From an optimization exercise on the open Yosys and OpenROAD flow, aimed at small area, a short achievable clock period and few clock cycles per item; shortcuts taken in it are not production practice.
Only simulation tests tie the RTL to the original design; equivalence was not proved.
Power is estimated from default activity; no workload was simulated.

==> run a <==
==> flow/design.v (excerpt) <==
module part4_mac(clk, reset, a, b, f, valid_in, valid_out);
==> flow/config.mk <==
export PLATFORM = sky130hd
export DESIGN_NAME = part4_mac
export DESIGN_NICKNAME = part4_mac
export VERILOG_FILES = /design/flow/design.v
export SDC_FILE = /design/flow/constraint.sdc
export NUM_CORES = 4
export LEC_CHECK = 0
export CAP_MARGIN = 20
export CORE_MARGIN = 2
export CORE_UTILIZATION = 40
export SETUP_SLACK_MARGIN = 3.1
export SLEW_MARGIN = 20
==> flow/constraint.sdc <==
create_clock -name core_clock -period 6.0 [get_ports {clk}]
set_input_delay 1.2000 -clock core_clock [delete_from_list [all_inputs] [get_ports {clk}]]
set_output_delay 1.2000 -clock core_clock [all_outputs]
set_load 0.01 [all_outputs]
run.sh (not shown) runs the stock make flow with config.mk's settings and CLKGATE_MAP_FILE= SYNTH_SCRIPT=/design/flow/synth_recipe.tcl, a recipe that flattens the netlist after the stock synthesis.
==> run b: changes against run a <==
SETUP_SLACK_MARGIN = 2.8   (was 3.1)
==> comparison table <==
| quantity | run a | run b |
|---|---|---|
| Run status | no timing/DRC/antenna violations | no timing/DRC/antenna violations |
| Layout Utilization | 51.6% | 50.6% |
| Transition time at the pin with the least slew margin | 0.692 ns | 0.875 ns |
| Total wirelength of the detailed-routed design | 19900 um | 20000 um |
| Power density over the cells | 506 mW/mm^2 | 525 mW/mm^2 |
| Final worst-path cycle share | 54.6% | 55.6% |
| Filler-free cell count of the finished design | 1250 | 1229 |
| Combined flip-flop and latch cell area | 0.00263 mm^2 | 0.00261 mm^2 |
| Maximum clock frequency | 305 MHz | 300 MHz |
| Non-clock buffering overhead in the final layout | 9.61% | 8.98% |
| Met3 Resource Use GR | 3.36% | 4.67% |
| Final min period | 3.28 ns | 3.34 ns |
| Power attributed to sequential cells | 1.27 mW | 1.29 mW |
| Setup Buffers After CTS | 40 | 29 |
| Number of global-route vias before repair | 6005 | 5996 |
| Post-route total power | 5.49 mW | 5.58 mW |
| Routed length on met2 | 8890 um | 8960 um |
| Number of non-clock buffers | 114 | 95 |
| CP endpoint | keep$_DFF_P_ | raw[22]$_DFF_P_ |
| Setup Skew | 0.0106 ns | 0.00839 ns |
| Final clock-cell share | 5.57% | 5.28% |
| Synthesis-to-layout area growth | 26.5% | 24.1% |
| # fillers | 1852 | 1876 |
| Clock share of power | 18.9% | 17.6% |
| First-pass GRT wire length | 32100 um | 32100 um |
| Register fraction of the total cell area | 24.3% | 24.5% |
Testbench counts of run a, summed over its fixed seeds: cycles 4,824, items 4,800.
Testbench counts of run b, summed over its fixed seeds: cycles 4,824, items 4,800.

* * *

==> job 1653: inputs <==
part4_mac, a different RTL version from the one above (not shown whole).
export LEC_CHECK = 0
export CAP_MARGIN = 20
export CORE_MARGIN = 2
export CORE_UTILIZATION = 65
export CTS_BUF_LIST = sky130_fd_sc_hd__clkbuf_4 sky130_fd_sc_hd__clkbuf_8
export PLACE_DENSITY = 0.75
export SETUP_SLACK_MARGIN = 2.9
export SLEW_MARGIN = 20
export TNS_END_PERCENT = 10
create_clock -name core_clock -period 6.0 [get_ports {clk}]
standard.sh (not shown) runs the stock make flow with config.mk's settings and CLKGATE_MAP_FILE= SYNTH_SCRIPT=/design/flow/synth_recipe.tcl, a recipe that flattens the netlist after the stock synthesis.
==> flow/flow/run.sh <==
#!/bin/bash
# The standard layout, with one extra step between synthesis and
# floorplan: flow/bubble.py removes the inverters that Yosys's full-adder
# extraction leaves around full adders (a full adder is self-dual, so it can
# work on complemented inputs and give complemented outputs instead).
# Registers and the logic function are unchanged.
set -uo pipefail
R=$PWD/orfs/results/sky130hd/part4_mac/base
bash standard.sh synth > synth.log 2>&1 || exit 1
cp "$R/1_2_yosys.v" 1_2_yosys_standard.v
python3 flow/bubble.py 1_2_yosys_standard.v "$R/1_2_yosys.v" > bubble.log 2>&1 || exit 1
touch "$R/1_2_yosys.v"
bash standard.sh finish > standard.log 2>&1
Other scripts of this flow, unchanged in this note and not shown: flow/flow/bubble.py
==> job 6419: changes against job 1653 <==
CORE_UTILIZATION = 75   (was 65)
PLACE_DENSITY = 0.85   (was 0.75)
SETUP_SLACK_MARGIN = 3.1   (was 2.9)
==> job 2454: changes against job 1653 <==
==> flow/flow/run.sh (replaced) <==
#!/bin/bash
# The standard layout, with two changes:
#  - one extra step between synthesis and floorplan: flow/bubble.py removes
#    the inverters that Yosys's full-adder extraction leaves around full
#    adders (a full adder is self-dual, so it can work on complemented inputs
#    and give complemented outputs instead). Registers and the logic
#    function are unchanged.
#  - the I/O ports are buffered with buf_2 cells instead of the default
#    delay-buffer cells.
set -uo pipefail
R=$PWD/orfs/results/sky130hd/part4_mac/base
P='BUFFER_PORTS_ARGS=-buffer_cell sky130_fd_sc_hd__buf_2'
bash standard.sh "$P" synth > synth.log 2>&1 || exit 1
cp "$R/1_2_yosys.v" 1_2_yosys_standard.v
python3 flow/bubble.py 1_2_yosys_standard.v "$R/1_2_yosys.v" > bubble.log 2>&1 || exit 1
touch "$R/1_2_yosys.v"
bash standard.sh "$P" finish > standard.log 2>&1
GPL_ROUTABILITY_DRIVEN = 0   (was not set)
PLACE_DENSITY = 0.7   (was 0.75)
SETUP_SLACK_MARGIN = 3.1   (was 2.9)
==> job 4812: changes against job 1653 <==
==> flow/flow/run.sh (replaced) <==
#!/bin/bash
# The standard layout, with two changes:
#  - one extra step between synthesis and floorplan: flow/bubble.py removes
#    the inverters that Yosys's full-adder extraction leaves around full
#    adders (a full adder is self-dual, so it can work on complemented inputs
#    and give complemented outputs instead). Registers and the logic
#    function are unchanged.
#  - the I/O ports are buffered with buf_2 cells instead of the default
#    delay-buffer cells.
set -uo pipefail
R=$PWD/orfs/results/sky130hd/part4_mac/base
P='BUFFER_PORTS_ARGS=-buffer_cell sky130_fd_sc_hd__buf_2'
bash standard.sh "$P" synth > synth.log 2>&1 || exit 1
cp "$R/1_2_yosys.v" 1_2_yosys_standard.v
python3 flow/bubble.py 1_2_yosys_standard.v "$R/1_2_yosys.v" > bubble.log 2>&1 || exit 1
touch "$R/1_2_yosys.v"
bash standard.sh "$P" finish > standard.log 2>&1
GPL_ROUTABILITY_DRIVEN = 0   (was not set)
SETUP_SLACK_MARGIN = 3.1   (was 2.9)
TNS_END_PERCENT = 3   (was 10)
==> summary.txt <==
| quantity | job 6419 | job 4812 | job 2454 | job 1653 |
|---|---|---|---|---|
| Run status | no timing/DRC/antenna violations | no timing/DRC/antenna violations | no timing/DRC/antenna violations | no timing/DRC/antenna violations |
| Met3 wire length | 3300 µm | 1540 µm | 1560 µm | 1750 µm |
| Met3 routing resource usage after global routing | 11.2% | 8.24% | 6.80% | 6.49% |
| Drt first-iter violations | 1112 | 710 | 927 | 634 |
| Die area | 11900 µm² | 13700 µm² | 13700 µm² | 13700 µm² |
| Filler cell count in the final layout | 449 | 862 | 913 | 843 |
| Clock buffer cells | 18 | 18 | 21 | 20 |
| Final weighted congestion in routability-driven placement | 0.936 | - | - | 0.969 |
| Sw Share | 46.1% | 43.4% | 43.5% | 42.5% |
| Fin area | 9680 µm² | 9430 µm² | 9320 µm² | 9700 µm² |
| Clock input transition at the sequential cells of the worst setup and hold paths | 80 ps | 80 ps | 70 ps | 70 ps |
| Worst clock skew | 10.7 ps | 11.6 ps | 6.84 ps | 9.38 ps |
| Proportion of final cell area spent on non-clock buffers | 7.89% | 4.27% | 4.15% | 7.38% |
| Capture instance of the worst register-to-register path | raw[27]$_DFF_P_ | raw[27]$_DFF_P_ | keep$_DFF_P_ | ovn$_DFF_P_ |
| Layout Area Growth over Synthesis | 16.6% | 13.5% | 12.3% | 16.8% |
| Placed Instances | 949 | 979 | 980 | 981 |
| Maximum fanout count along the critical path | 7 | 13 | 14 | 5 |
| Required time at the worst-slack endpoint | 6380 ps | 6370 ps | 6380 ps | 6350 ps |
| Non-Filler Instances | 994 | 1020 | 1020 | 1021 |
| Power density over the cells | 615 nW/µm² | 601 nW/µm² | 583 nW/µm² | 570 nW/µm² |
| Buf/Inv on CP | 2 | 3 | 1 | 3 |
| Die Span Y | 109 µm | 117 µm | 117 µm | 117 µm |
| Largest net degree at the start of global routing | 28 | 17 | 29 | 22 |
Testbench counts of job 1653, summed over its fixed seeds: cycles 4,824, items 4,800.
Testbench counts of job 6419, summed over its fixed seeds: cycles 4,824, items 4,800.
Testbench counts of job 2454, summed over its fixed seeds: cycles 4,824, items 4,800.
Testbench counts of job 4812, summed over its fixed seeds: cycles 4,824, items 4,800.

-- what the ideal ports hide --
In the flow no input, the clock included, has a driving cell. The finished layouts below were timed again as built, in two steps.
Step 1: set_driving_cell puts a clkbuf_16 on clk and a buf_2 on each other input, an assumption about the parent block.
Step 2 times the ports against the registers' clock, not the clock port: input delays grow and output delays shrink by t, the midpoint of the rising clock arrivals with the driver on.
Three values: no drivers, after step 1, after step 2; two values: the first two.
run	t, ns	setup slack, ns	worst setup path after step 2	slew at the worst register clock pin (ns)
run a	0.453	2.722 / 2.722 / 2.722	register to register	0.06 / 0.06
run b	0.460	2.664 / 2.664 / 2.664	register to register	0.06 / 0.06
job 1653	0.470	2.729 / 2.729 / 2.729	register to register	0.08 / 0.08
job 6419	0.506	2.535 / 2.535 / 2.535	register to register	0.08 / 0.08
job 2454	0.468	2.789 / 2.789 / 2.789	register to register	0.08 / 0.08
job 4812	0.490	2.806 / 2.806 / 2.806	register to register	0.08 / 0.08
After both steps every run listed still meets setup and hold.
